What follows belongs to an exercise in optimizing a design on an open flow for a short achievable clock period and few clock cycles; a production flow would make more cautious choices. Only simulation tests tie the RTL to the original design; equivalence was not proved.

`flow/config.mk`:
```
export PLATFORM = sky130hd
export DESIGN_NAME = CPU_wrapper
export DESIGN_NICKNAME = CPU_wrapper
export VERILOG_FILES = /design/flow/design.v
export SDC_FILE = /design/flow/constraint.sdc
export NUM_CORES = 4
export LEC_CHECK = 0
export CAP_MARGIN = 20
export CORE_MARGIN = 2
export CORE_UTILIZATION = 50
export SETUP_SLACK_MARGIN = 5
export SLEW_MARGIN = 20
export TNS_END_PERCENT = 100
```
`flow/constraint.sdc`:
```
create_clock -name core_clock -period 11.0 [get_ports {clk}]
set_input_delay 2.2000 -clock core_clock [delete_from_list [all_inputs] [get_ports {clk}]]
set_output_delay 2.2000 -clock core_clock [all_outputs]
set_load 0.01 [all_outputs]
```
`flow/design.v`:
```
module ks_add32 (
    input  logic [31:0] a,
    input  logic [31:0] b,
    input  logic        cin,
    output logic [31:0] s
);
    logic [31:0] p0, g0;
    logic [31:0] p1, g1, p2, g2, p3, g3, p4, g4, g5;
    assign p0 = a ^ b;
    assign g0 = {a[31:1] & b[31:1], (a[0] & b[0]) | (p0[0] & cin)};
    genvar i;
    generate
        for (i = 0; i < 32; i = i + 1) begin : g_l1
            if (i >= 1) begin : g_c
                assign g1[i] = g0[i] | (p0[i] & g0[i-1]);
                assign p1[i] = p0[i] & p0[i-1];
            end else begin : g_p
                assign g1[i] = g0[i];
                assign p1[i] = p0[i];
            end
        end
        for (i = 0; i < 32; i = i + 1) begin : g_l2
            if (i >= 2) begin : g_c
                assign g2[i] = g1[i] | (p1[i] & g1[i-2]);
                assign p2[i] = p1[i] & p1[i-2];
            end else begin : g_p
                assign g2[i] = g1[i];
                assign p2[i] = p1[i];
            end
        end
        for (i = 0; i < 32; i = i + 1) begin : g_l3
            if (i >= 4) begin : g_c
                assign g3[i] = g2[i] | (p2[i] & g2[i-4]);
                assign p3[i] = p2[i] & p2[i-4];
            end else begin : g_p
                assign g3[i] = g2[i];
                assign p3[i] = p2[i];
            end
        end
        for (i = 0; i < 32; i = i + 1) begin : g_l4
            if (i >= 8) begin : g_c
                assign g4[i] = g3[i] | (p3[i] & g3[i-8]);
                assign p4[i] = p3[i] & p3[i-8];
            end else begin : g_p
                assign g4[i] = g3[i];
                assign p4[i] = p3[i];
            end
        end
        for (i = 0; i < 32; i = i + 1) begin : g_l5
            if (i >= 16) begin : g_c
                assign g5[i] = g4[i] | (p4[i] & g4[i-16]);
            end else begin : g_p
                assign g5[i] = g4[i];
            end
        end
    endgenerate
    assign s = p0 ^ {g5[30:0], cin};
endmodule
module CPU_wrapper (
    input clk,   
    input rst,  
    output logic [4-1:0] AWID_M0,
    output logic [32-1:0] AWADDR_M0,
    output logic [4-1:0] AWLEN_M0,
    output logic [3-1:0] AWSIZE_M0,
    output logic [1:0] AWBURST_M0,
    output logic AWVALID_M0,
    input AWREADY_M0,
    output logic [32-1:0] WDATA_M0,
    output logic [4-1:0] WSTRB_M0,
    output logic WLAST_M0,
    output logic WVALID_M0,
    input WREADY_M0,
    input [4-1:0] BID_M0,
    input [1:0] BRESP_M0,
    input BVALID_M0,
    output logic BREADY_M0,
    output logic [4-1:0] AWID_M1,
    output logic [32-1:0] AWADDR_M1,
    output logic [4-1:0] AWLEN_M1,
    output logic [3-1:0] AWSIZE_M1,
    output logic [1:0] AWBURST_M1,
    output logic AWVALID_M1,
    input AWREADY_M1,
    output logic [32-1:0] WDATA_M1,
    output logic [4-1:0] WSTRB_M1,
    output logic WLAST_M1,
    output logic WVALID_M1,
    input WREADY_M1,
    input [4-1:0] BID_M1,
    input [1:0] BRESP_M1,
    input BVALID_M1,
    output logic BREADY_M1,
    output logic [4-1:0] ARID_M0,
    output logic [32-1:0] ARADDR_M0,
    output logic [4-1:0] ARLEN_M0,
    output logic [3-1:0] ARSIZE_M0,
    output logic [1:0] ARBURST_M0,
    output logic ARVALID_M0,
    input ARREADY_M0,
    input [4-1:0] RID_M0,
    input [32-1:0] RDATA_M0,
    input [1:0] RRESP_M0,
    input RLAST_M0,
    input RVALID_M0,
    output logic RREADY_M0,
    output logic [4-1:0] ARID_M1,
    output logic [32-1:0] ARADDR_M1,
    output logic [4-1:0] ARLEN_M1,
    output logic [3-1:0] ARSIZE_M1,
    output logic [1:0] ARBURST_M1,
    output logic ARVALID_M1,
    input ARREADY_M1,
    input [4-1:0] RID_M1,
    input [32-1:0] RDATA_M1,
    input [1:0] RRESP_M1,
    input RLAST_M1,
    input RVALID_M1,
    output logic RREADY_M1
);
    assign AWID_M0    = 4'b0;
    assign AWADDR_M0  = 32'b0;
    assign AWLEN_M0   = 4'b0;
    assign AWSIZE_M0  = 3'b0;
    assign AWBURST_M0 = 2'b0;
    assign AWVALID_M0 = 1'b0;
    assign WDATA_M0   = 32'b0;
    assign WSTRB_M0   = 4'b0;
    assign WLAST_M0   = 1'b0;
    assign WVALID_M0  = 1'b0;
    assign BREADY_M0  = 1'b0;
    assign ARID_M0    = 4'b0;
    assign ARLEN_M0   = 4'b0;
    assign ARSIZE_M0  = 3'b010;
    assign ARBURST_M0 = 2'h1;
    assign RREADY_M0  = 1'b1;
    assign ARID_M1    = 4'b0;
    assign ARLEN_M1   = 4'b0;
    assign ARSIZE_M1  = 3'b010;
    assign ARBURST_M1 = 2'h1;
    assign RREADY_M1  = 1'b1;
    assign AWID_M1    = 4'b0;
    assign AWLEN_M1   = 4'b0;
    assign AWSIZE_M1  = 3'b010;
    assign AWBURST_M1 = 2'h1;
    assign WLAST_M1   = 1'b1;
    assign BREADY_M1  = 1'b1;
    logic        e_valid;
    logic [1:0]  e_skip;         
    logic [31:0] e_pc4, e_pcimm, e_pre;
    logic [31:0] e_a, e_b, e_s;  
    logic        e_fa_m, e_fb_m, e_fs_m;
    logic [4:0]  e_rd;
    logic        e_rw, e_ld, e_st, e_jal, e_jalr, e_pt, e_short;
    logic        e_zv, e_zf;     
    logic [1:0]  e_k;
    logic [1:0]  e_sz;           
    logic        e_uns;          
    logic [29:0] e_pcw;          
    logic        e_s_add, e_s_sub, e_s_sll, e_s_slt, e_s_sltu, e_s_xor, e_s_srl, e_s_sra,
                 e_s_or, e_s_and, e_s_pre;
    logic        e_b_eq, e_b_ne, e_b_lt, e_b_ge, e_b_ltu, e_b_geu;
    logic        m_valid, m_rw, m_ld, m_mis, m_fixed, m_btw, m_jt;
    logic [31:0] m_tgt, m_btt;
    logic [29:0] m_pcw;
    logic        m_arv, m_need_aw, m_awv, m_wv;
    logic [4:0]  m_rd;
    logic [2:0]  m_f3;
    logic [31:0] m_result, m_addr, m_wdata;
    logic [3:0]  m_strb;
    logic        w_valid, w_rw, w_ld, w_needr, w_got;
    logic [4:0]  w_rd;
    logic [2:0]  w_f3;
    logic [1:0]  w_off;
    logic [31:0] w_result, w_ldbuf;
    logic        mem_stall;
    logic        redirect_m, redirect_d;
    logic [31:0] e_tgt, d_tgt;
    logic        e_live;
    logic        f_arvalid, f_junk;
    logic [31:0] f_addr, f_redir;
    logic [3:0]  f_inflight, f_drop;
    logic [2:0]  ib_na, ib_nf;   
    logic [31:0] ib_ins [0:3];
    logic [31:0] ib_pc  [0:3];
    logic [31:0] ib_imm [0:3];   
    logic [8:0]  ib_cls [0:3];   
    logic [3:0]  ib_pt;          
    logic [6:0]  r_op;
    logic [8:0]  r_cls;
    logic [31:0] r_imm;
    logic [31:0] r_ins;
    assign r_ins = RDATA_M0;
    assign r_op  = r_ins[6:0];
    assign r_cls = {(r_op == 7'b0110011), (r_op == 7'b0010011), (r_op == 7'b0100011),
                    (r_op == 7'b0000011), (r_op == 7'b1100011), (r_op == 7'b1100111),
                    (r_op == 7'b1101111), (r_op == 7'b0010111), (r_op == 7'b0110111)};
    always_comb begin
        if (r_cls[0] | r_cls[1])
            r_imm = {r_ins[31:12], 12'b0};
        else if (r_cls[2])
            r_imm = {{12{r_ins[31]}}, r_ins[19:12], r_ins[20], r_ins[30:21], 1'b0};
        else if (r_cls[4])
            r_imm = {{20{r_ins[31]}}, r_ins[7], r_ins[30:25], r_ins[11:8], 1'b0};
        else if (r_cls[6])
            r_imm = {{21{r_ins[31]}}, r_ins[30:25], r_ins[11:7]};
        else
            r_imm = {{21{r_ins[31]}}, r_ins[30:20]};
    end
    logic [7:0]  bt_v;
    logic [26:0] bt_tag [0:7];
    logic [31:0] bt_tgt [0:7];
    assign ARVALID_M0 = f_arvalid;
    assign ARADDR_M0  = f_addr;
    logic        f_ar_hs, f_r_hs, f_r_junk, flush, flush_me;
    logic [31:0] flush_tgt;
    logic        bt_hit;
    logic [31:0] f_addr4, bt_pred;
    logic        d_adv, d_taken;
    logic [2:0]  ib_na_p, ib_nf_p;
    logic        ib_alloc, ib_fillw;
    assign f_ar_hs   = f_arvalid & ARREADY_M0;
    assign f_r_hs    = RVALID_M0;
    assign f_r_junk  = (f_drop != 4'd0);
    assign flush_me  = redirect_m;
    assign flush     = flush_me | redirect_d;
    assign flush_tgt = redirect_m ? (m_jt ? {m_addr[31:1], 1'b0} : m_tgt) : d_tgt;
    assign bt_hit    = bt_v[f_addr[4:2]] & (bt_tag[f_addr[4:2]] == f_addr[31:5]);
    ks_add32 u_fadd (.a(f_addr), .b(32'd4), .cin(1'b0), .s(f_addr4));
    assign bt_pred   = bt_hit ? bt_tgt[f_addr[4:2]] : f_addr4;
    logic d_pop;
    assign ib_na_p  = d_pop ? ib_na - 3'd1 : ib_na;
    assign ib_nf_p  = d_pop ? ib_nf - 3'd1 : ib_nf;
    assign ib_alloc = f_ar_hs & ~f_junk;
    assign ib_fillw = f_r_hs & ~f_r_junk;
    logic [3:0] f_inflight_n;
    assign f_inflight_n = f_inflight + {3'b0, f_ar_hs} - {3'b0, f_r_hs};
    logic [31:0] r_pc, r_immj, r_immb, r_tgtj, r_tgtb, r_tgt, f_tgt;
    logic        r_ptk, r_take, redirect_r, f_redirect;
    assign r_pc   = ib_pc[ib_nf[1:0]];
    assign r_ptk  = ib_pt[ib_nf[1:0]];
    assign r_immj = {{12{r_ins[31]}}, r_ins[19:12], r_ins[20], r_ins[30:21], 1'b0};
    assign r_immb = {{20{r_ins[31]}}, r_ins[7], r_ins[30:25], r_ins[11:8], 1'b0};
    ks_add32 u_raddj (.a(r_pc), .b(r_immj), .cin(1'b0), .s(r_tgtj));
    ks_add32 u_raddb (.a(r_pc), .b(r_immb), .cin(1'b0), .s(r_tgtb));
    assign r_tgt  = r_cls[2] ? r_tgtj : r_tgtb;
    assign r_take = (r_cls[2] & (r_immj != 32'd4)) | (r_cls[4] & r_ins[31]);
    assign redirect_r = ib_fillw & ~r_ptk & r_take & ~flush;
    assign f_redirect = flush | redirect_r;
    assign f_tgt      = flush ? flush_tgt : r_tgt;
    always_ff @(posedge clk or negedge rst) begin
        if (!rst) begin
            f_arvalid  <= 1'b0;
            f_junk     <= 1'b0;
            f_addr     <= 32'd0;
            f_redir    <= 32'd0;
            f_inflight <= 4'd0;
            f_drop     <= 4'd0;
            ib_na      <= 3'd0;
            ib_nf      <= 3'd0;
        end else begin
            f_inflight <= f_inflight_n;
            if (f_redirect) begin
                f_drop <= f_inflight_n;
                if (~flush) begin
                    ib_na <= ib_nf_p + 3'd1;
                    ib_nf <= ib_nf_p + 3'd1;
                end else if (flush_me | d_pop) begin
                    ib_na <= 3'd0;
                    ib_nf <= 3'd0;
                end else begin
                    ib_na <= 3'd1;
                    ib_nf <= 3'd1;
                end
                if (f_arvalid & ~ARREADY_M0) begin
                    f_junk  <= 1'b1;
                    f_redir <= f_tgt;
                end else begin
                    f_junk    <= 1'b0;
                    f_addr    <= f_tgt;
                    f_arvalid <= flush | (ib_nf < 3'd3);
                end
            end else begin
                f_drop <= f_drop - {3'b0, f_r_hs & f_r_junk} + {3'b0, f_ar_hs & f_junk};
                ib_na  <= ib_na_p + {2'b0, ib_alloc};
                ib_nf  <= ib_nf_p + {2'b0, ib_fillw};
                if (f_ar_hs) begin
                    if (f_junk) begin
                        f_junk    <= 1'b0;
                        f_addr    <= f_redir;
                        f_arvalid <= (ib_na < 3'd4);
                    end else begin
                        f_addr    <= bt_pred;
                        f_arvalid <= (ib_na < 3'd3);
                    end
                end else if (!f_arvalid) begin
                    f_arvalid <= (ib_na < 3'd4);
                end
            end
        end
    end
    genvar gq;
    generate
        for (gq = 0; gq < 4; gq = gq + 1) begin : g_ib
            always_ff @(posedge clk) begin
                if (ib_fillw & (d_pop ? (ib_nf == gq + 1) : (ib_nf == gq))) begin
                    ib_ins[gq] <= r_ins;
                    ib_imm[gq] <= r_imm;
                    ib_cls[gq] <= r_cls;
                end else if (d_pop) begin
                    ib_ins[gq] <= ib_ins[(gq + 1) % 4];
                    ib_imm[gq] <= ib_imm[(gq + 1) % 4];
                    ib_cls[gq] <= ib_cls[(gq + 1) % 4];
                end
                if (ib_alloc & (d_pop ? (ib_na == gq + 1) : (ib_na == gq))) ib_pc[gq] <= f_addr;
                else if (d_pop) ib_pc[gq] <= ib_pc[(gq + 1) % 4];
            end
            always_ff @(posedge clk or negedge rst) begin
                if (!rst) ib_pt[gq] <= 1'b0;
                else if (ib_alloc & (d_pop ? (ib_na == gq + 1) : (ib_na == gq))) ib_pt[gq] <= bt_hit;
                else if (redirect_r & (d_pop ? (ib_nf == gq + 1) : (ib_nf == gq))) ib_pt[gq] <= 1'b1;
                else if (d_pop) ib_pt[gq] <= ib_pt[(gq + 1) % 4];
                else if ((gq == 0) & redirect_d) ib_pt[gq] <= d_taken;
            end
        end
    endgenerate
    logic        d_valid;
    logic [31:0] d_ins, d_pc;
    logic        d_pt;
    assign d_valid = (ib_nf != 3'd0);
    assign d_ins   = ib_ins[0];
    assign d_pc    = ib_pc[0];
    assign d_pt    = ib_pt[0];
    logic [6:0] d_op;
    logic [4:0] d_rd, d_rs1, d_rs2;
    logic [2:0] d_f3;
    assign d_op  = d_ins[6:0];
    assign d_rd  = d_ins[11:7];
    assign d_f3  = d_ins[14:12];
    assign d_rs1 = d_ins[19:15];
    assign d_rs2 = d_ins[24:20];
    logic d_lui, d_auipc, d_jal, d_jalr, d_br, d_ld, d_st, d_opi, d_opr;
    assign {d_opr, d_opi, d_st, d_ld, d_br, d_jalr, d_jal, d_auipc, d_lui} = ib_cls[0];
    logic d_use1, d_use2, d_rw;
    assign d_use1 = d_jalr | d_br | d_ld | d_st | d_opi | d_opr;
    assign d_use2 = d_br | d_st | d_opr;
    assign d_rw   = (d_lui | d_auipc | d_jal | d_jalr | d_ld | d_opi | d_opr) & (d_rd != 5'd0);
    logic [31:0] d_imm;
    assign d_imm = ib_imm[0];
    logic [31:0] d_pcimm, d_pc4;
    ks_add32 u_dadd (.a(d_pc), .b(d_imm), .cin(1'b0), .s(d_pcimm));
    ks_add32 u_dinc (.a(d_pc), .b(32'd4), .cin(1'b0), .s(d_pc4));
    logic       d_fwd_small;
    logic [2:0] d_offs;
    logic       d_short;
    assign d_offs      = d_imm[4:2];
    assign d_fwd_small = (d_imm[31:5] == 27'd0) & (d_imm[1:0] == 2'd0);
    assign d_short     = d_fwd_small & ((d_offs == 3'd1) | (d_offs == 3'd2) | (d_offs == 3'd3) |
                                        ((d_offs == 3'd4) & d_br));
    logic       d_ez, d_ez_taken;
    assign d_ez   = d_br & (d_f3[2:1] == 2'b00) & e_live & e_rw & e_zv &
                    (((d_rs2 == 5'd0) & (d_rs1 == e_rd)) | ((d_rs1 == 5'd0) & (d_rs2 == e_rd)));
    assign d_ez_taken = d_f3[0] ^ e_zf;
    assign d_taken    = (d_jal & (~d_short | d_pt)) |
                        (d_br & (d_ez ? d_ez_taken : (d_pt | d_ins[31])));
    assign redirect_d = d_valid & (d_taken != d_pt);
    assign d_tgt      = d_taken ? d_pcimm : d_pc4;
    logic d_haz;
    assign d_haz = (e_live & e_ld & e_rw & ((d_use1 & (d_rs1 == e_rd)) | (d_use2 & (d_rs2 == e_rd)))) |
                   (m_valid & m_ld & m_rw & ((d_use1 & (d_rs1 == m_rd)) | (d_use2 & (d_rs2 == m_rd))));
    assign d_pop = d_valid & ~d_haz & ~mem_stall;
    assign d_adv = d_pop & ~flush_me;
    logic [31:0] rf [1:31];
    logic        w_we;
    logic [31:0] w_wdata;
    logic [31:0] d_a, d_b;
    logic        d_mf1, d_mf2;    
    assign d_mf1 = m_valid & m_rw & (m_rd == d_rs1);
    assign d_mf2 = m_valid & m_rw & (m_rd == d_rs2);
    assign d_a = (d_rs1 == 5'd0) ? 32'd0 : (d_mf1 ? m_result :
                 ((w_we & (w_rd == d_rs1)) ? w_wdata : rf[d_rs1]));
    assign d_b = (d_rs2 == 5'd0) ? 32'd0 : (d_mf2 ? m_result :
                 ((w_we & (w_rd == d_rs2)) ? w_wdata : rf[d_rs2]));
    logic d_bimm;
    assign d_bimm = ~(d_br | d_opr);
    logic [31:0] d_za, d_zb;
    logic        d_zero, d_zv, d_wl1, d_wl2;
    assign d_wl1  = w_we & w_ld & (w_rd == d_rs1);
    assign d_wl2  = w_we & w_ld & (w_rd == d_rs2);
    assign d_za   = (d_rs1 == 5'd0) ? 32'd0 : (d_mf1 ? m_result :
                    ((w_we & (w_rd == d_rs1)) ? w_result : rf[d_rs1]));
    assign d_zb   = d_bimm ? d_imm : ((d_rs2 == 5'd0) ? 32'd0 : (d_mf2 ? m_result :
                    ((w_we & (w_rd == d_rs2)) ? w_result : rf[d_rs2])));
    assign d_zero = ((d_za ^ d_zb) == {d_za[30:0] | d_zb[30:0], 1'b0});
    logic d_fm1, d_fm2;
    assign d_fm1 = e_live & e_rw & (e_rd == d_rs1);
    assign d_fm2 = e_live & e_rw & (e_rd == d_rs2);
    assign d_zv  = (d_f3 == 3'b000) & (d_opi | (d_opr & ~d_ins[30])) &
                   ~d_fm1 & ~(d_wl1 & ~d_mf1 & (d_rs1 != 5'd0)) &
                   (d_opi | (~d_fm2 & ~(d_wl2 & ~d_mf2 & (d_rs2 != 5'd0))));
    logic [31:0] e_ra, e_op2, e_rs;
    assign e_ra  = e_fa_m ? m_result : e_a;
    assign e_op2 = e_fb_m ? m_result : e_b;
    assign e_rs  = e_fs_m ? m_result : e_s;
    logic [31:0] e_sum, e_diff;
    ks_add32 u_eadd (.a(e_ra), .b(e_op2), .cin(1'b0), .s(e_sum));
    ks_add32 u_esub (.a(e_ra), .b(~e_op2), .cin(1'b1), .s(e_diff));
    logic        e_eq, e_ltu, e_lt;
    logic [30:0] c0_lt, c0_eq;
    logic [15:0] c1_lt, c1_eq;
    logic [7:0]  c2_lt, c2_eq;
    logic [3:0]  c3_lt, c3_eq;
    logic [1:0]  c4_lt, c4_eq;
    logic        c5_lt, c5_eq;
    assign c0_lt = ~e_ra[30:0] & e_op2[30:0];
    assign c0_eq = ~(e_ra[30:0] ^ e_op2[30:0]);
    genvar gi;
    generate
        for (gi = 0; gi < 15; gi = gi + 1) begin : g_c1
            assign c1_lt[gi] = c0_lt[2*gi+1] | (c0_eq[2*gi+1] & c0_lt[2*gi]);
            assign c1_eq[gi] = c0_eq[2*gi+1] & c0_eq[2*gi];
        end
        for (gi = 0; gi < 8; gi = gi + 1) begin : g_c2
            assign c2_lt[gi] = c1_lt[2*gi+1] | (c1_eq[2*gi+1] & c1_lt[2*gi]);
            assign c2_eq[gi] = c1_eq[2*gi+1] & c1_eq[2*gi];
        end
        for (gi = 0; gi < 4; gi = gi + 1) begin : g_c3
            assign c3_lt[gi] = c2_lt[2*gi+1] | (c2_eq[2*gi+1] & c2_lt[2*gi]);
            assign c3_eq[gi] = c2_eq[2*gi+1] & c2_eq[2*gi];
        end
        for (gi = 0; gi < 2; gi = gi + 1) begin : g_c4
            assign c4_lt[gi] = c3_lt[2*gi+1] | (c3_eq[2*gi+1] & c3_lt[2*gi]);
            assign c4_eq[gi] = c3_eq[2*gi+1] & c3_eq[2*gi];
        end
    endgenerate
    assign c1_lt[15] = c0_lt[30];
    assign c1_eq[15] = c0_eq[30];
    assign c5_lt = c4_lt[1] | (c4_eq[1] & c4_lt[0]);
    assign c5_eq = c4_eq[1] & c4_eq[0];
    assign e_eq  = c5_eq & ~(e_ra[31] ^ e_op2[31]);
    assign e_ltu = (~e_ra[31] & e_op2[31]) | (~(e_ra[31] ^ e_op2[31]) & c5_lt);
    assign e_lt  = (e_ra[31] & ~e_op2[31]) | (~(e_ra[31] ^ e_op2[31]) & c5_lt);
    logic signed [31:0] e_ra_s;
    logic [31:0] e_sll, e_srl, e_sra;
    assign e_ra_s = e_ra;
    assign e_sll  = e_ra << e_op2[4:0];
    assign e_srl  = e_ra >> e_op2[4:0];
    assign e_sra  = e_ra_s >>> e_op2[4:0];
    logic [31:0] e_result;
    assign e_result = ({32{e_s_add}}  & e_sum) |
                      ({32{e_s_sub}}  & e_diff) |
                      ({32{e_s_sll}}  & e_sll) |
                      ({32{e_s_slt}}  & {31'b0, e_lt}) |
                      ({32{e_s_sltu}} & {31'b0, e_ltu}) |
                      ({32{e_s_xor}}  & (e_ra ^ e_op2)) |
                      ({32{e_s_srl}}  & e_srl) |
                      ({32{e_s_sra}}  & e_sra) |
                      ({32{e_s_or}}   & (e_ra | e_op2)) |
                      ({32{e_s_and}}  & (e_ra & e_op2)) |
                      ({32{e_s_pre}}  & e_pre);
    logic e_killed, e_taken, e_mis;
    assign e_live     = e_valid & (e_skip == 2'd0);
    assign e_killed   = e_valid & (e_skip != 2'd0);
    assign e_taken    = (e_b_eq & e_eq) | (e_b_ne & ~e_eq) | (e_b_lt & e_lt) | (e_b_ge & ~e_lt) |
                        (e_b_ltu & e_ltu) | (e_b_geu & ~e_ltu) | e_jal;
    logic [31:0] e_jc, e_jx, e_jk;
    logic        e_jhit;
    assign e_jc   = {e_pc4[31:1], e_ra[0] ^ e_op2[0]};
    assign e_jx   = e_ra ^ e_op2 ^ e_jc;
    assign e_jk   = (e_ra & e_op2) | ((e_ra | e_op2) & ~e_jc);
    assign e_jhit = (e_jx == {e_jk[30:0], 1'b0});
    assign e_mis      = e_valid & (e_killed ? e_pt :
                                   (e_jalr ? ~e_jhit :
                                    (e_pt ? ~e_taken : (e_taken & ~e_short))));
    assign e_tgt      = (e_killed | e_pt) ? e_pc4 : e_pcimm;
    logic [3:0]  e_strb;
    logic [31:0] e_wdata;
    always_comb begin
        case (e_sz)
            2'b00: begin
                e_strb  = 4'b0001 << e_sum[1:0];
                e_wdata = {4{e_rs[7:0]}};
            end
            2'b01: begin
                e_strb  = e_sum[1] ? 4'b1100 : 4'b0011;
                e_wdata = {2{e_rs[15:0]}};
            end
            default: begin
                e_strb  = 4'b1111;
                e_wdata = e_rs;
            end
        endcase
    end
    always_ff @(posedge clk or negedge rst) begin
        if (!rst) bt_v <= 8'b0;
        else if (m_btw) bt_v[m_pcw[2:0]] <= 1'b1;
    end
    always_ff @(posedge clk) begin
        if (m_btw) begin
            bt_tag[m_pcw[2:0]] <= m_pcw[29:3];
            bt_tgt[m_pcw[2:0]] <= m_btt;
        end
    end
    logic [2:0] wr_out, wr_out_n;
    logic       m_aw_hs;
    assign ARVALID_M1 = m_arv;
    assign ARADDR_M1  = m_addr;
    assign AWVALID_M1 = m_awv;
    assign AWADDR_M1  = m_addr;
    assign WVALID_M1  = m_wv;
    assign WDATA_M1   = m_wdata;
    assign WSTRB_M1   = m_strb;
    assign m_aw_hs    = m_awv & AWREADY_M1;
    assign wr_out_n   = wr_out + {2'b0, m_aw_hs} - {2'b0, BVALID_M1};
    assign redirect_m = m_mis & ~m_fixed;
    always_ff @(posedge clk or negedge rst) begin
        if (!rst) wr_out <= 3'd0;
        else wr_out <= wr_out_n;
    end
    logic        w_wait;
    logic [31:0] w_raw, w_sh, w_lval;
    assign w_wait = w_needr & ~RVALID_M1;
    assign w_raw  = w_got ? w_ldbuf : RDATA_M1;
    assign w_sh   = w_raw >> {w_off, 3'b000};
    always_comb begin
        case (w_f3)
            3'b000: w_lval = {{24{w_sh[7]}}, w_sh[7:0]};
            3'b001: w_lval = {{16{w_sh[15]}}, w_sh[15:0]};
            3'b100: w_lval = {24'b0, w_sh[7:0]};
            3'b101: w_lval = {16'b0, w_sh[15:0]};
            default: w_lval = w_raw;
        endcase
    end
    assign w_wdata = w_ld ? w_lval : w_result;
    assign w_we    = w_valid & w_rw;
    assign mem_stall = (m_arv & ~ARREADY_M1) | (m_need_aw & ~m_aw_hs) | (m_wv & ~WREADY_M1) | w_wait;
    always_ff @(posedge clk) begin
        if (w_we & ~w_wait) rf[w_rd] <= w_wdata;
    end
    logic e_go;      
    assign e_go = e_live & ~redirect_m;
    always_ff @(posedge clk or negedge rst) begin
        if (!rst) begin
            e_valid   <= 1'b0;
            e_skip    <= 2'd0;
            m_valid   <= 1'b0;
            m_mis     <= 1'b0;
            m_fixed   <= 1'b0;
            m_btw     <= 1'b0;
            m_arv     <= 1'b0;
            m_need_aw <= 1'b0;
            m_awv     <= 1'b0;
            m_wv      <= 1'b0;
            w_valid   <= 1'b0;
            w_needr   <= 1'b0;
            w_got     <= 1'b0;
        end else if (mem_stall) begin
            m_btw <= 1'b0;
            if (redirect_m) begin
                m_fixed <= 1'b1;
                e_valid <= 1'b0;
            end
            m_arv     <= m_arv & ~ARREADY_M1;
            m_need_aw <= m_need_aw & ~m_aw_hs;
            m_awv     <= m_need_aw & ~m_aw_hs & (wr_out_n != 3'd4);
            m_wv      <= m_wv & ~WREADY_M1;
            if (w_needr & RVALID_M1) begin
                w_needr <= 1'b0;
                w_got   <= 1'b1;
            end
        end else begin
            e_valid <= d_adv;
            if (redirect_m)
                e_skip <= e_skip;
            else if (e_killed)
                e_skip <= e_skip - 2'd1;
            else if (e_live & ~e_pt & e_taken & e_short)
                e_skip <= e_k;
            m_valid   <= e_go;
            m_mis     <= e_mis & ~redirect_m;
            m_fixed   <= 1'b0;
            m_btw     <= e_go & e_taken;
            m_arv     <= e_go & e_ld;
            m_need_aw <= e_go & e_st;
            m_awv     <= e_go & e_st & (wr_out_n != 3'd4);
            m_wv      <= e_go & e_st;
            w_valid   <= m_valid;
            w_needr   <= m_valid & m_ld;
            w_got     <= 1'b0;
        end
    end
    always_ff @(posedge clk) begin
        if (mem_stall) begin
            if (~w_got) w_ldbuf <= RDATA_M1;
        end else begin
            e_pc4    <= d_pc4;
            e_pcimm  <= d_pcimm;
            e_a      <= d_a;
            e_b      <= d_bimm ? d_imm : d_b;
            e_s      <= d_b;
            e_pre    <= d_lui ? d_imm : (d_auipc ? d_pcimm : d_pc4);
            e_zv     <= d_zv;
            e_zf     <= d_zero;
            e_fa_m   <= d_fm1;
            e_fb_m   <= d_fm2 & ~d_bimm;
            e_fs_m   <= d_fm2;
            e_rd     <= d_rd;
            e_rw     <= d_rw;
            e_ld     <= d_ld;
            e_st     <= d_st;
            e_jal    <= d_jal;
            e_jalr   <= d_jalr;
            e_pt     <= d_taken;
            e_short  <= d_short;
            e_k      <= d_offs[1:0] - 2'd1;
            e_sz     <= d_f3[1:0];
            e_uns    <= d_f3[2];
            e_pcw    <= d_pc[31:2];
            e_s_add  <= (d_opr & (d_f3 == 3'b000) & ~d_ins[30]) | (d_opi & (d_f3 == 3'b000));
            e_s_sub  <= d_opr & (d_f3 == 3'b000) & d_ins[30];
            e_s_sll  <= (d_opr | d_opi) & (d_f3 == 3'b001);
            e_s_slt  <= (d_opr | d_opi) & (d_f3 == 3'b010);
            e_s_sltu <= (d_opr | d_opi) & (d_f3 == 3'b011);
            e_s_xor  <= (d_opr | d_opi) & (d_f3 == 3'b100);
            e_s_srl  <= (d_opr | d_opi) & (d_f3 == 3'b101) & ~d_ins[30];
            e_s_sra  <= (d_opr | d_opi) & (d_f3 == 3'b101) & d_ins[30];
            e_s_or   <= (d_opr | d_opi) & (d_f3 == 3'b110);
            e_s_and  <= (d_opr | d_opi) & (d_f3 == 3'b111);
            e_s_pre  <= d_lui | d_auipc | d_jal | d_jalr;
            e_b_eq   <= d_br & (d_f3 == 3'b000);
            e_b_ne   <= d_br & (d_f3 == 3'b001);
            e_b_lt   <= d_br & (d_f3 == 3'b100);
            e_b_ge   <= d_br & (d_f3 == 3'b101);
            e_b_ltu  <= d_br & (d_f3 == 3'b110);
            e_b_geu  <= d_br & (d_f3 == 3'b111);
            m_rw     <= e_rw;
            m_ld     <= e_ld;
            m_tgt    <= e_tgt;
            m_jt     <= e_jalr & ~e_killed;
            m_btt    <= e_pcimm;
            m_pcw    <= e_pcw;
            m_rd     <= e_rd;
            m_f3     <= {e_uns, e_sz};
            m_result <= e_result;
            m_addr   <= e_sum;
            m_wdata  <= e_wdata;
            m_strb   <= e_strb;
            w_rw     <= m_rw;
            w_ld     <= m_ld;
            w_rd     <= m_rd;
            w_f3     <= m_f3;
            w_off    <= m_addr[1:0];
            w_result <= m_result;
        end
    end
endmodule
```
`flow/flow/run.sh`:
```
#!/bin/bash
set -euo pipefail
sed 's/SETUP_SLACK_MARGIN=[0-9.]*/SETUP_SLACK_MARGIN=7/' standard.sh > standard_margin.sh
bash standard_margin.sh > standard_margin.log 2>&1
```
`flow/standard.sh`:
```
#!/bin/bash
# synth_recipe.tcl (not shown) runs the flow's synth.tcl, then flattens the netlist and writes it again
# the make line also repeats each setting of config.mk as NAME=value (left out here)
make -C /OpenROAD-flow-scripts/flow DESIGN_CONFIG=/design/flow/config.mk WORK_HOME=/design/flow/orfs CLKGATE_MAP_FILE= SYNTH_SCRIPT=/design/flow/synth_recipe.tcl "${@:-finish}"
```
==> out/metrics.csv, run 1 <==
metric,value,unit
run status,finished clean,
row cnt,185,
proportion of layout cells with a drive suffix above 1,30.8,%
DRT Wirelength,494,mm
xor/xnor share of the synthesized area,2.02,%
Synth Area per Inst,13.8,sq um
area delta synth->final,22.8,%
most frequent cells in the layout,"edfxtp_1, nand2_1, mux4_2",
asr flop ratio synth,4.37,%
WP data arrival,5.06,ns
DR WL/cell,36.1,microns
"Seq/Total Area, Yosys",58.0,%
Die Footprint,260000,sq um
hold crit path type,flop to flop,
largest net degree at the start of global routing,132,
combinational family with the most area after synthesis,multiplexers,
"Slew Viols, Final",0,
WP data required,11.71,ns
Rel. slew slack,14.4,%
Post-Place Setup Slack,3.25,ns
final worst slack,6.65,ns
Yosys cell types,100,
largest driver fanout on the critical path,6,
Compound-Gate Fraction of Synth Area,8.59,%
mux cell area share after synthesis,17.8,%
global-route wire length before repair,672,mm
Final GP Congestion,1.03,
Clock Skew,0.0757,ns
DR pass1 iterations,8,
Antenna Violating Nets Remaining,0,
top_reg_cell synth,edfxtp_1,
GR Util met3,7.47,%
clock sinks,2497,
Worst Tran Pin Value,1.25,ns
Vias,90600,
FMAX,230,MHz
met1 usage,45.9,%
post-layout min period,4.35,ns
area share of fa/ha/maj cells after synthesis,3.24,%
Yosys reg bits,2497,
CTS tree,yes,
Tcrit/Tclk final,39.6,%
Post-Synth Simple-Gate Area,6.80,%
Cells after Synth,9270,
Final #Nets,10500,
gr ovfl total,0,
critical path type,flop to flop,
port bufs,208,
CTS max path bufs,4,
die width,510,microns
DRT iter0 DRCs,12300,
H-Tree Level Count,5,
setup TNS,0,ns
Post-synth EDFFs,2378,
die height,510,microns
Max Cap Viol,0,
hold_buf cts,0,
gr usage total,37.0,%
DRC Markers,0,
RSZ-0062 raised after global routing,true,
clk slew on worst S/H paths,0.06,ns
IO Count,366,
met2 usage,58.5,%
clock insertion delay at the later pin of the skew report,0.95,ns
drt via density,6.62,
"commonest non-fill, non-tap cell in the layout",edfxtp_1,
grt peak-use layer,met2,
Finish-stage setup viols,0,
endpoints failing hold,0,
vias in the first global route,86900,
YS warnings,5,
Core Region,254000,sq um
Initial Utilization,50.3,%
crit end category,flop,
antenna violations before repair,30,
Worst setup SP type,flop,
synthesized cell area,128000,sq um
CTS root buffer,clkbuf_16,
post-detail-place hpwl,296,mm
CTS Buf Count,289,
## routing by layer
metal	wire [microns]	vias up
li1	-	37400
met1	175000	46100
met2	230000	5623
met3	46400	1448
met4	42100	24
met5	157	-
## layout make-up
class	count	area, sq um
clock inverters	143	1450
multi-input cells	5907	55400
fillers	19100	97100
repair buffers	1163	13200
inverters	244	982
well taps	3366	4210
diodes	13	32.5
flip-flops and latches	2497	74400
clock buffers	346	7550
repair inverters	5	37.5
## repair_timing
item / in CTS / in global routing
cloned: 80 / 21
gates resized for setup: 1348 / 402
buffers inserted: 412 / 200
pin swaps: 198 / 197
endpoints found under the setup margin: 2946 / 492
## flip-flops by register name, indices dropped and copies added, names as in the netlist, 36 cells and up, named ones only
signal / cells
bt_tag: 216
bt_tgt: 256
ib_cls: 36
ib_imm: 128
ib_ins: 80
ib_pc: 128
rf: 992
## synthesized netlist by cell type (all sizes together) (30+ instances only)
cell	count	area (sq um)
a222oi	33	330
o21ai	571	2860
buf	302	1820
or2	45	282
inv	240	901
nand3	103	515
nand2b	38	238
nor2b	34	213
o21bai	39	293
mux2i	439	4390
fa	38	761
nor2	540	2030
xnor2	210	1840
ha	271	3390
dfrtp	109	2730
xor2	85	744
nand2	927	3490
nor4	50	319
edfxtp	2378	71400
mux4	697	15700
a31oi	44	297
o211ai	51	383
nand4	39	244
clkbuf	465	1750
mux2	242	2730
a211oi	90	676
a21oi	544	2720
and3	30	193
a21o	51	383
nor3	98	490
## cell families (layout without fill, tap and decap cells)
group,after synthesis,in the layout
mux,1378,1382
xor+xnor,295,295
fa+ha+maj,309,309
buf+inv,1011,1901
other cells,2,141
flops,2497,2497
simple gates,1999,2009
compound gates,1779,1784
## critical path, cell delays in order, from the launching register on
cell and delay (ns):
edfxtp_1 0.45, buf_6 0.15, buf_8 0.13, buf_16 0.15
mux2i_2 0.18, buf_6 0.19, buf_6 0.12, ha_4 0.13
fa_2 0.21, o21bai_1 0.08, a21oi_2 0.27, o21ai_2 0.13
a311o_1 0.46, a2111oi_4 0.47, o41ai_2 0.13, a21oi_2 0.22
o21ai_2 0.10, nand2b_4 0.16, a32oi_4 0.40
## final timing paths
check                       start  depth (start not counted)      endpoint  slack (ns)
min in group asynchronous     rst                          1          m_wv        1.21
max                        e_fa_m                         18  m_result[30]        6.65
min                         e_uns                          0       m_f3[2]        0.40
max reg2reg                e_fa_m                         18  m_result[30]        6.65
max in group asynchronous     rst                          2     f_addr[2]        8.30
min reg2reg                 e_uns                          0       m_f3[2]        0.40
## metrics by stage
step	area [sq um]	hold slack, ns	utilization [%]	cells
after floorplan	129000	0.400	-	9396
after global placement	134000	0.403	52.7	12500
after detailed placement	134000	0.405	52.7	12500
after CTS	153000	0.402	60.3	13500
after global routing	157000	0.416	61.8	13700
final	157000	0.403	61.8	13700
Testbench counts, summed over its fixed seeds: cycles 61,637.
==> inputs of run 2 (changes only) <==
--- a/flow/design.v
+++ b/flow/design.v
@@ -148,6 +148,7 @@
     logic        e_valid;
     logic [1:0]  e_skip;         
     logic [31:0] e_pc4, e_pcimm, e_pre;
+    logic [31:0] e_pc8, e_pc12, e_pc16;
     logic [31:0] e_a, e_b, e_s;  
     logic        e_fa_m, e_fb_m, e_fs_m;
     logic [4:0]  e_rd;
@@ -161,6 +162,7 @@
                  e_s_or, e_s_and, e_s_pre;
     logic        e_b_eq, e_b_ne, e_b_lt, e_b_ge, e_b_ltu, e_b_geu;
     logic        m_valid, m_rw, m_ld, m_mis, m_fixed, m_btw, m_jt;
+    logic [1:0]  m_jsk;          
     logic [31:0] m_tgt, m_btt;
     logic [29:0] m_pcw;
     logic        m_arv, m_need_aw, m_awv, m_wv;
@@ -350,6 +352,10 @@
     logic [31:0] d_pcimm, d_pc4;
     ks_add32 u_dadd (.a(d_pc), .b(d_imm), .cin(1'b0), .s(d_pcimm));
     ks_add32 u_dinc (.a(d_pc), .b(32'd4), .cin(1'b0), .s(d_pc4));
+    logic [31:0] d_pc8, d_pc12, d_pc16;
+    ks_add32 u_dinc8  (.a(d_pc), .b(32'd8),  .cin(1'b0), .s(d_pc8));
+    ks_add32 u_dinc12 (.a(d_pc), .b(32'd12), .cin(1'b0), .s(d_pc12));
+    ks_add32 u_dinc16 (.a(d_pc), .b(32'd16), .cin(1'b0), .s(d_pc16));
     logic       d_fwd_small;
     logic [2:0] d_offs;
     logic       d_short;
@@ -358,7 +364,7 @@
     assign d_short     = d_fwd_small & ((d_offs == 3'd1) | (d_offs == 3'd2) | (d_offs == 3'd3) |
                                         ((d_offs == 3'd4) & d_br));
     logic       d_ez, d_ez_taken;
-    assign d_ez   = d_br & (d_f3[2:1] == 2'b00) & e_live & e_rw & e_zv &
+    assign d_ez   = d_br & (d_f3[2:1] == 2'b00) & e_lived & e_rw & e_zv &
                     (((d_rs2 == 5'd0) & (d_rs1 == e_rd)) | ((d_rs1 == 5'd0) & (d_rs2 == e_rd)));
     assign d_ez_taken = d_f3[0] ^ e_zf;
     assign d_taken    = (d_jal & (~d_short | d_pt)) |
@@ -366,7 +372,8 @@
     assign redirect_d = d_valid & (d_taken != d_pt);
     assign d_tgt      = d_taken ? d_pcimm : d_pc4;
     logic d_haz;
-    assign d_haz = (e_live & e_ld & e_rw & ((d_use1 & (d_rs1 == e_rd)) | (d_use2 & (d_rs2 == e_rd)))) |
+    logic e_lived;
+    assign d_haz = (e_lived & e_ld & e_rw & ((d_use1 & (d_rs1 == e_rd)) | (d_use2 & (d_rs2 == e_rd)))) |
                    (m_valid & m_ld & m_rw & ((d_use1 & (d_rs1 == m_rd)) | (d_use2 & (d_rs2 == m_rd))));
     assign d_pop = d_valid & ~d_haz & ~mem_stall;
     assign d_adv = d_pop & ~flush_me;
@@ -393,8 +400,8 @@
                     ((w_we & (w_rd == d_rs2)) ? w_result : rf[d_rs2])));
     assign d_zero = ((d_za ^ d_zb) == {d_za[30:0] | d_zb[30:0], 1'b0});
     logic d_fm1, d_fm2;
-    assign d_fm1 = e_live & e_rw & (e_rd == d_rs1);
-    assign d_fm2 = e_live & e_rw & (e_rd == d_rs2);
+    assign d_fm1 = e_lived & e_rw & (e_rd == d_rs1);
+    assign d_fm2 = e_lived & e_rw & (e_rd == d_rs2);
     assign d_zv  = (d_f3 == 3'b000) & (d_opi | (d_opr & ~d_ins[30])) &
                    ~d_fm1 & ~(d_wl1 & ~d_mf1 & (d_rs1 != 5'd0)) &
                    (d_opi | (~d_fm2 & ~(d_wl2 & ~d_mf2 & (d_rs2 != 5'd0))));
@@ -469,8 +476,22 @@
     assign e_jx   = e_ra ^ e_op2 ^ e_jc;
     assign e_jk   = (e_ra & e_op2) | ((e_ra | e_op2) & ~e_jc);
     assign e_jhit = (e_jx == {e_jk[30:0], 1'b0});
+    logic [31:0] e_jc1, e_jc2, e_jc3;
+    logic        e_jh1, e_jh2, e_jh3;
+    logic [1:0]  e_jsk;
+    assign e_jc1 = {e_pc8[31:1],  e_ra[0] ^ e_op2[0]};
+    assign e_jc2 = {e_pc12[31:1], e_ra[0] ^ e_op2[0]};
+    assign e_jc3 = {e_pc16[31:1], e_ra[0] ^ e_op2[0]};
+    logic [31:0] e_jk1, e_jk2, e_jk3;
+    assign e_jk1 = (e_ra & e_op2) | ((e_ra | e_op2) & ~e_jc1);
+    assign e_jk2 = (e_ra & e_op2) | ((e_ra | e_op2) & ~e_jc2);
+    assign e_jk3 = (e_ra & e_op2) | ((e_ra | e_op2) & ~e_jc3);
+    assign e_jh1 = ((e_ra ^ e_op2 ^ e_jc1) == {e_jk1[30:0], 1'b0});
+    assign e_jh2 = ((e_ra ^ e_op2 ^ e_jc2) == {e_jk2[30:0], 1'b0});
+    assign e_jh3 = ((e_ra ^ e_op2 ^ e_jc3) == {e_jk3[30:0], 1'b0});
+    assign e_jsk = e_jh1 ? 2'd1 : (e_jh2 ? 2'd2 : (e_jh3 ? 2'd3 : 2'd0));
     assign e_mis      = e_valid & (e_killed ? e_pt :
-                                   (e_jalr ? ~e_jhit :
+                                   (e_jalr ? ~(e_jhit | e_jh1 | e_jh2 | e_jh3) :
                                     (e_pt ? ~e_taken : (e_taken & ~e_short))));
     assign e_tgt      = (e_killed | e_pt) ? e_pc4 : e_pcimm;
     logic [3:0]  e_strb;
@@ -512,7 +533,10 @@
     assign WSTRB_M1   = m_strb;
     assign m_aw_hs    = m_awv & AWREADY_M1;
     assign wr_out_n   = wr_out + {2'b0, m_aw_hs} - {2'b0, BVALID_M1};
-    assign redirect_m = m_mis & ~m_fixed;
+    logic m_jkill, kill_e;
+    assign redirect_m = ~m_fixed & (m_mis | ((m_jsk != 2'd0) & e_valid & e_pt));
+    assign m_jkill    = ~m_fixed & (m_jsk != 2'd0) & ~(e_valid & e_pt);
+    assign kill_e     = redirect_m | m_jkill;
     always_ff @(posedge clk or negedge rst) begin
         if (!rst) wr_out <= 3'd0;
         else wr_out <= wr_out_n;
@@ -538,7 +562,8 @@
         if (w_we & ~w_wait) rf[w_rd] <= w_wdata;
     end
     logic e_go;      
-    assign e_go = e_live & ~redirect_m;
+    assign e_go    = e_live & ~kill_e;
+    assign e_lived = e_live & ~m_jkill;
     always_ff @(posedge clk or negedge rst) begin
         if (!rst) begin
             e_valid   <= 1'b0;
@@ -547,6 +572,7 @@
             m_mis     <= 1'b0;
             m_fixed   <= 1'b0;
             m_btw     <= 1'b0;
+            m_jsk     <= 2'd0;
             m_arv     <= 1'b0;
             m_need_aw <= 1'b0;
             m_awv     <= 1'b0;
@@ -559,6 +585,10 @@
             if (redirect_m) begin
                 m_fixed <= 1'b1;
                 e_valid <= 1'b0;
+            end else if (m_jkill) begin
+                m_fixed <= 1'b1;
+                e_valid <= 1'b0;
+                e_skip  <= e_valid ? m_jsk - 2'd1 : m_jsk;
             end
             m_arv     <= m_arv & ~ARREADY_M1;
             m_need_aw <= m_need_aw & ~m_aw_hs;
@@ -572,12 +602,15 @@
             e_valid <= d_adv;
             if (redirect_m)
                 e_skip <= e_skip;
+            else if (m_jkill)
+                e_skip <= e_valid ? m_jsk - 2'd1 : m_jsk;
             else if (e_killed)
                 e_skip <= e_skip - 2'd1;
             else if (e_live & ~e_pt & e_taken & e_short)
                 e_skip <= e_k;
             m_valid   <= e_go;
-            m_mis     <= e_mis & ~redirect_m;
+            m_mis     <= e_mis & ~kill_e;
+            m_jsk     <= (e_go & e_jalr) ? e_jsk : 2'd0;
             m_fixed   <= 1'b0;
             m_btw     <= e_go & e_taken;
             m_arv     <= e_go & e_ld;
@@ -594,6 +627,9 @@
             if (~w_got) w_ldbuf <= RDATA_M1;
         end else begin
             e_pc4    <= d_pc4;
+            e_pc8    <= d_pc8;
+            e_pc12   <= d_pc12;
+            e_pc16   <= d_pc16;
             e_pcimm  <= d_pcimm;
             e_a      <= d_a;
             e_b      <= d_bimm ? d_imm : d_b;
==> out/metrics.csv, run 2 <==
metric,value,unit,change
run status,finished clean,,
CTS root buffer,clkbuf_16,,
die height,524,microns,+2.8%
Post-synth EDFFs,2464,,+3.6%
DRT Wirelength,548,mm,+11%
Initial Utilization,50.1,%,-0.21 points
Final GP Congestion,1.01,,-1.7%
CTS tree,yes,,
Yosys top cell area share,54.6,%,-1.1 points
DR pass1 iterations,8,,unchanged
Tcrit/Tclk final,43.0,%,+3.4 points
Die Footprint,275000,sq um,+5.7%
antenna violations before repair,44,,+47%
Worst setup SP type,flop,,
DRC Markers,0,,unchanged
number of fill cells,20100,,+4.8%
port bufs,208,,unchanged
"slowest stage delay, CP",0.68,ns,+0.21 ns
Biggest register,rf,,
Yosys top cell by area,edfxtp_1,,
top_reg_cell synth,edfxtp_1,,
Max Cap Viol,0,,unchanged
largest driver fanout on the critical path,34,,+28
RR Startpoint,ib_nf[1],,
most frequent cells in the layout,"edfxtp_1, nand2_1, buf_4",,
"Slew Viols, Final",0,,unchanged
CP cell instances,"ha_1, buf_12, a222oi_1, mux2i_1, ha_4, buf_12, a21oi_2, nor2_4, nor4b_4, nor4_2, buf_4, o311ai_4, a221oi_4, buf_4, buf_6, buf_12, xnor2_4, o221ai_4, a22oi_1, nand2_1",,
final worst slack,6.27,ns,-0.371 ns
Clock Skew,0.0763,ns,+0.000585 ns
row cnt,191,,+3.2%
Final #Nets,11400,,+8.2%
Cells after Synth,9907,,+6.9%
setup TNS,0,ns,unchanged
max reg flops,992,,unchanged
WP data required,11.80,ns,+0.09 ns
vias in the first global route,93800,,+7.9%
Worst Tran Pin Value,1.24,ns,-0.0110 ns
"commonest non-fill, non-tap cell in the layout",edfxtp_1,,
CTS Buf Count,285,,-1.4%
hold_buf cts,0,,unchanged
H-Tree Level Count,5,,unchanged
largest net degree at the start of global routing,97,,-27%
Antenna Violating Nets Remaining,0,,unchanged
DRT iter0 DRCs,14300,,+16%
drt via density,6.72,,+1.4%
Synth Area per Inst,13.7,sq um,-1.1%
Rel. slew slack,17.5,%,+3.1 points
FMAX,212,MHz,-7.8%
Vias,98800,,+9.0%
asr flop ratio synth,4.29,%,-0.071 points
clk slew on worst S/H paths,0.07,ns,about the same
Register Area,77100,sq um,+3.5%
"top cells by area, synth","edfxtp_1, mux4_2, mux2i_1, nand2_1, ha_1",,
Hold Slack,0.418,ns,+0.0149 ns
RSZ-0062 raised after global routing,true,,
hold crit path type,flop to flop,,
CTS max path bufs,4,,unchanged
DR WL/cell,37.3,microns,+3.3%
clock sinks,2585,,+3.5%
placed cell count,13300,,+6.7%
proportion of layout cells with a drive suffix above 1,31.1,%,+0.30 points
gr ovfl total,0,,unchanged
crit end category,flop,,
Yosys cell types,91,,-9.0%
synthesized cell area,135000,sq um,+5.7%
top-count cell post-synth,edfxtp_1,,
synth cell count leaders,"edfxtp_1, nand2_1, mux4_2, a21oi_1, o21ai_0",,
area delta synth->final,24.1,%,
Finish-stage setup viols,0,,unchanged
WP data arrival,5.53,ns,+0.47 ns
Yosys reg bits,2585,,+3.5%
Post-Place Setup Slack,3.25,ns,-0.00119 ns
crit path from,ib_nf[1],,
die width,524,microns,+2.8%
critical path type,flop to flop,,
post-layout min period,4.73,ns,+0.371 ns
post-detail-place hpwl,327,mm,+11%
Core Region,270000,sq um,+6.2%
"Seq/Total Area, Yosys",56.8,%,-1.2 points
clock insertion delay at the later pin of the skew report,0.95,ns,about the same
Final Cell Area,168000,sq um,+6.8%
global-route wire length before repair,734,mm,+9.3%
gr usage total,38.4,%,+1.5 points
YS warnings,5,,unchanged
Layout Cells excl Fill,14700,,+7.5%
final core area utilization,62.2,%,+0.39 points
CP max stage cell,a222oi_1,,
IO Count,366,,unchanged
area of the multi-input gates,60300,sq um,+9.0%
"Cell Area, Placed",142000,sq um,+5.8%
HP Start,e_pcw[8],,
Most Frequent Cell on Critical Path,buf_12,,
endpoints failing hold,0,,unchanged
## run 2: final timing paths
| path | end | slack [ns] | depth (start not counted) |
|---|---|---|---|
| max in group asynchronous | f_addr[29] | 8.24 | 2 |
| min | m_pcw[8] | 0.42 | 0 |
| min in group asynchronous | wr_out[0] | 1.28 | 1 |
| min reg2reg | m_pcw[8] | 0.42 | 0 |
| max reg2reg | f_addr[23] | 6.27 | 20 |
| max | f_addr[23] | 6.27 | 20 |
## run 2: cell type report
cell class              count  share of cell area, %
flip-flops and latches   2585                   45.9
multi-input cells        6348                   35.9
repair buffers           1311                   9.00
clock buffers             350                   4.50
well taps                3570                   2.66
clock inverters           167                   1.10
inverters                 342                  0.868
repair inverters            8                 0.0484
diodes                     23                 0.0343
## run 2: critical path: cells and delay by family (launching register included)
family | cells | cell delay [ns]
XOR/XNOR | 1 | 0.14
AO/OA/AOI/OAI | 6 | 1.70
multiplexers | 1 | 0.24
AND/OR/NAND/NOR | 4 | 0.59
adder cells (fa/ha/maj) | 2 | 0.54
flip-flops | 1 | 0.45
buffers and inverters | 6 | 0.90
## run 2: logic make-up after synthesis
group	count (synthesis)	share of synthesized area (%)
compound gates	1831	8.35
xor+xnor	456	2.95
fa+ha+maj	399	4.37
buf+inv	1150	3.75
flops	2585	56.8
mux	1383	16.9
other cells	2	0.00555
simple gates	2101	6.83
## run 2: per-layer routing
metal	vias up	track usage [%]	wire (microns)
met2	6651	59.0	246000
met5	-	0	219
met1	50500	48.6	192000
li1	39800	-	-
met4	22	26.6	48900
met3	1765	8.82	60600
## run 2: timing repair
action,CTS,global route
pin swaps,243,249
gates cloned,116,48
setup buffers,504,194
endpoints found under the setup margin,2800,881
gates resized for setup,1338,545
Testbench counts of run 2, summed over its fixed seeds: cycles 60,911.
==> inputs of run 3 (changes only) <==
--- a/flow/design.v
+++ b/flow/design.v
@@ -237,16 +237,25 @@
     assign ib_fillw = f_r_hs & ~f_r_junk;
     logic [3:0] f_inflight_n;
     assign f_inflight_n = f_inflight + {3'b0, f_ar_hs} - {3'b0, f_r_hs};
-    logic [31:0] r_pc, r_immj, r_immb, r_tgtj, r_tgtb, r_tgt, f_tgt;
-    logic        r_ptk, r_take, redirect_r, f_redirect;
-    assign r_pc   = ib_pc[ib_nf[1:0]];
-    assign r_ptk  = ib_pt[ib_nf[1:0]];
-    assign r_immj = {{12{r_ins[31]}}, r_ins[19:12], r_ins[20], r_ins[30:21], 1'b0};
-    assign r_immb = {{20{r_ins[31]}}, r_ins[7], r_ins[30:25], r_ins[11:8], 1'b0};
-    ks_add32 u_raddj (.a(r_pc), .b(r_immj), .cin(1'b0), .s(r_tgtj));
-    ks_add32 u_raddb (.a(r_pc), .b(r_immb), .cin(1'b0), .s(r_tgtb));
-    assign r_tgt  = r_cls[2] ? r_tgtj : r_tgtb;
-    assign r_take = (r_cls[2] & (r_immj != 32'd4)) | (r_cls[4] & r_ins[31]);
+    logic [31:0] r_pc, r_pc8, r_pc12, r_pc16, r_tgtb, r_tgt, f_tgt;
+    logic [18:0] r_pchm1;
+    logic [13:0] r_lo;
+    logic [12:0] r_immb;
+    logic        r_ptk, r_take, r_jshort, redirect_r, f_redirect;
+    assign r_pc    = ib_pc[ib_nf[1:0]];
+    assign r_ptk   = ib_pt[ib_nf[1:0]];
+    ks_add32 u_rinc8  (.a(r_pc), .b(32'd8),  .cin(1'b0), .s(r_pc8));
+    ks_add32 u_rinc12 (.a(r_pc), .b(32'd12), .cin(1'b0), .s(r_pc12));
+    ks_add32 u_rinc16 (.a(r_pc), .b(32'd16), .cin(1'b0), .s(r_pc16));
+    assign r_pchm1 = r_pc[31:13] - 19'd1;
+    assign r_immb  = {r_ins[31], r_ins[7], r_ins[30:25], r_ins[11:8], 1'b0};
+    assign r_lo    = {1'b0, r_pc[12:0]} + {1'b0, r_immb};
+    assign r_tgtb  = {r_lo[13] ? r_pc[31:13] : r_pchm1, r_lo[12:0]};
+    assign r_jshort = (r_ins[31] == 1'b0) & (r_ins[19:12] == 8'd0) & (r_ins[20] == 1'b0) &
+                      (r_ins[30:25] == 6'd0) &
+                      ((r_ins[24:21] == 4'b0100) | (r_ins[24:21] == 4'b0110) | (r_ins[24:21] == 4'b1000));
+    assign r_tgt  = r_cls[2] ? (r_ins[24] ? r_pc16 : (r_ins[22] ? r_pc12 : r_pc8)) : r_tgtb;
+    assign r_take = (r_cls[2] & r_jshort) | (r_cls[4] & r_ins[31]);
     assign redirect_r = ib_fillw & ~r_ptk & r_take & ~flush;
     assign f_redirect = flush | redirect_r;
     assign f_tgt      = flush ? flush_tgt : r_tgt;
==> out/metrics.csv, run 3 <==
metric,value,unit,change
synthesized cell area,134000,sq um,-0.67%
Vias,96300,,-2.5%
"slowest stage delay, CP",0.77,ns,+0.09 ns
IO Count,366,,unchanged
asr flop ratio synth,4.29,%,unchanged
CTS Buf Count,285,,unchanged
antenna violations before repair,46,,+4.5%
DRT iter0 DRCs,13800,,-3.3%
FMAX,212,MHz,+0.32%
"top cells by area, synth","edfxtp_1, mux4_2, mux2i_1, nand2_1, mux2_2",,
Initial Utilization,50.2,%,+0.11 points
gr ovfl total,0,,unchanged
"commonest non-fill, non-tap cell in the layout",edfxtp_1,,
Layout Cells excl Fill,14400,,-2.2%
row cnt,190,,-0.52%
max reg flops,992,,unchanged
hold_buf cts,0,,unchanged
Yosys cell types,99,,+8.8%
final core area utilization,61.3,%,-0.91 points
run status,finished clean,,
largest net degree at the start of global routing,90,,-7.2%
top-count cell post-synth,edfxtp_1,,
Antenna Violating Nets Remaining,0,,unchanged
DR pass1 iterations,8,,unchanged
clock insertion delay at the later pin of the skew report,0.94,ns,about the same
crit end category,flop,,
Worst Hold Depth,0,,unchanged
WL met1,197,mm,+2.5%
drt via density,6.70,,-0.24%
Final GP Congestion,1.02,,+1.7%
area delta synth->final,22.0,%,
DR WL/cell,38.0,microns,+2.1%
Post-synth EDFFs,2464,,unchanged
WP data arrival,5.50,ns,-0.03 ns
die width,523,microns,-0.33%
post-detail-place hpwl,335,mm,+2.4%
DRT Wirelength,547,mm,-0.20%
CP max stage cell,a222oi_1,,
Rel. slew slack,15.8,%,-1.7 points
CP cell instances,"ha_2, buf_12, a222oi_1, mux2i_1, ha_2, fa_2, a211oi_4, o21ai_2, o2111ai_2, nand2b_1, a21o_1, a21oi_2, xnor2_2, o211ai_1, o211ai_1, a221o_1",,
CTS root buffer,clkbuf_16,,
Cells after Synth,9739,,-1.7%
Final #Nets,11100,,-2.9%
CTS tree,yes,,
"Seq/Total Area, Yosys",57.2,%,+0.38 points
HP Start,e_pcw[24],,
critical path type,flop to flop,,
port bufs,208,,unchanged
DRC Markers,0,,unchanged
clock sinks,2585,,unchanged
gr usage total,39.0,%,+0.53 points
Hold Slack,0.417,ns,-0.00111 ns
crit path from,ib_nf[0],,
Tcrit/Tclk final,42.8,%,-0.14 points
number of fill cells,20400,,+1.5%
H-Tree Level Count,5,,unchanged
clk slew on worst S/H paths,0.06,ns,about the same
Synth Area per Inst,13.8,sq um,+1.0%
YS warnings,5,,unchanged
post-layout min period,4.71,ns,-0.0152 ns
global-route wire length before repair,737,mm,+0.37%
largest driver fanout on the critical path,34,,unchanged
hold crit path type,flop to flop,,
final worst slack,6.29,ns,+0.0152 ns
endpoints failing hold,0,,unchanged
die height,523,microns,-0.33%
setup TNS,0,ns,unchanged
proportion of layout cells with a drive suffix above 1,29.9,%,-1.2 points
placed cell count,13100,,-1.5%
Die Footprint,273000,sq um,-0.66%
Max Cap Viol,0,,unchanged
wire length on met3,56.8,mm,-6.3%
Core Region,268000,sq um,-0.88%
cell depth of the worst flop-to-flop path,16,,-20%
Yosys top cell by area,edfxtp_1,,
CTS max path bufs,4,,unchanged
most frequent cells in the layout,"edfxtp_1, nand2_1, mux4_2",,
highest routed layer,met5,,
RR Startpoint,ib_nf[0],,
area of the multi-input gates,58700,sq um,-2.7%
vias in the first global route,91300,,-2.6%
Worst Tran Pin Value,1.23,ns,-0.00916 ns
Biggest register,rf,,
Yosys reg bits,2585,,unchanged
RSZ-0062 raised after global routing,true,,
"Slew Viols, Final",0,,unchanged
synth cell count leaders,"edfxtp_1, nand2_1, mux4_2, nor2_1, a21oi_1",,
Register Area,77100,sq um,about the same
Yosys top cell area share,55.0,%,+0.37 points
met2 wire length,252,mm,+2.7%
Post-Place Setup Slack,3.67,ns,+0.426 ns
WP data required,11.79,ns,about the same
Worst setup SP type,flop,,
Finish-stage setup viols,0,,unchanged
top_reg_cell synth,edfxtp_1,,
Clock Skew,0.0768,ns,+0.000501 ns
## run 3: cell types whose count changed after synthesis, sizes merged, moves of 33 or more
cell	change
nor2	+48
o21ai	-59
xor2	+35
xnor2	-33
mux2	+45
nand2	-34
## run 3: worst paths after layout
kind	end	slack [ns]
setup / recovery	f_addr[11]	6.29
hold / removal	m_pcw[24]	0.42
setup reg to reg	f_addr[11]	6.29
hold reg to reg	m_pcw[24]	0.42
max in group asynchronous	f_addr[8]	8.29
min in group asynchronous	wr_out[0]	1.27
## run 3: metal layers
metal / track usage (%) / up-vias
met2: 61.0 / 6287
met3: 8.16 / 1456
met4: 23.1 / 32
met1: 50.3 / 49700
li1: - / 38800
met5: 0 / -
## run 3: area by class of cell
class                      count  share of cell area [%]
multi-input combinational   6193                    35.8
tap                         3552                    2.71
sequential                  2585                    47.0
clock inverter               165                   0.988
timing repair buffer        1194                    8.08
antenna                       16                  0.0244
inverter                     316                   0.827
timing repair inverter         7                  0.0343
clock buffer                 349                    4.58
## run 3: through the flow
stage	area (sq um)
6_report	164000
5_1_grt	164000
4_1_cts	161000
3_5_place_dp	141000
3_3_place_gp	141000
2_1_floorplan	136000
## run 3: cell families (layout without fill, tap and decap cells)
kind of cell	Yosys count	after routing	share of synthesized area (%)
buffers and inverters	1116	2031	3.67
adders and majority gates	373	373	4.15
DFF	2585	2585	57.2
xor gates and xnor gates	459	459	3.00
AOI/OAI and AO/OA	1713	1719	7.91
other	2	144	0.00558
muxes	1410	1413	17.3
and+or+nand+nor	2081	2101	6.78
## run 3: timing repair
item,in CTS,in global routing
setup endpoints to repair,3237,953
buffers inserted,438,180
pin swaps,206,195
resized for setup,1173,386
cloned,96,22
## run 3: critical path, delay by kind of cell, from the launching register on
kind	cells	cell delay [ns]
AO/OA/AOI/OAI	9	2.58
XOR/XNOR	1	0.10
adder cells (fa/ha/maj)	3	0.90
buffers and inverters	1	0.18
flip-flops	1	0.46
multiplexers	1	0.23
AND/OR/NAND/NOR	1	0.10
Testbench counts of run 3, summed over its fixed seeds: cycles 60,911.

[port drivers added, routing unchanged]
Ports are ideal in the flow. The routed layouts listed here were re-timed in OpenROAD. Step 1 sets driving cells, clkbuf_16 on the clock port and buf_2 on the other inputs (assumed; they add their load-dependent delay and slew). Step 2 moves the port delays by t, midway between the first and last clock arrival at a register: inputs arrive t later, outputs are due t later. That takes back most of the time a late clock gives input paths. Three values: no drivers, after step 1, after step 2; two values: the first two.
run | t, ns | slack for setup (ns) | hold WS [ns]
run 1 | 1.020 | 6.646 / 6.646 / 5.781 | 0.403 / 0.403 / 0.403
run 2 | 1.026 | 6.275 / 6.275 / 5.359 | 0.418 / 0.418 / 0.418
run 3 | 1.001 | 6.290 / 6.290 / 5.548 | 0.417 / 0.417 / 0.417
After both steps every run listed still meets setup and hold. For run 2, which loses most, drivers alone change the setup slack by 0.000 ns; drivers and shift together by -0.916 ns.
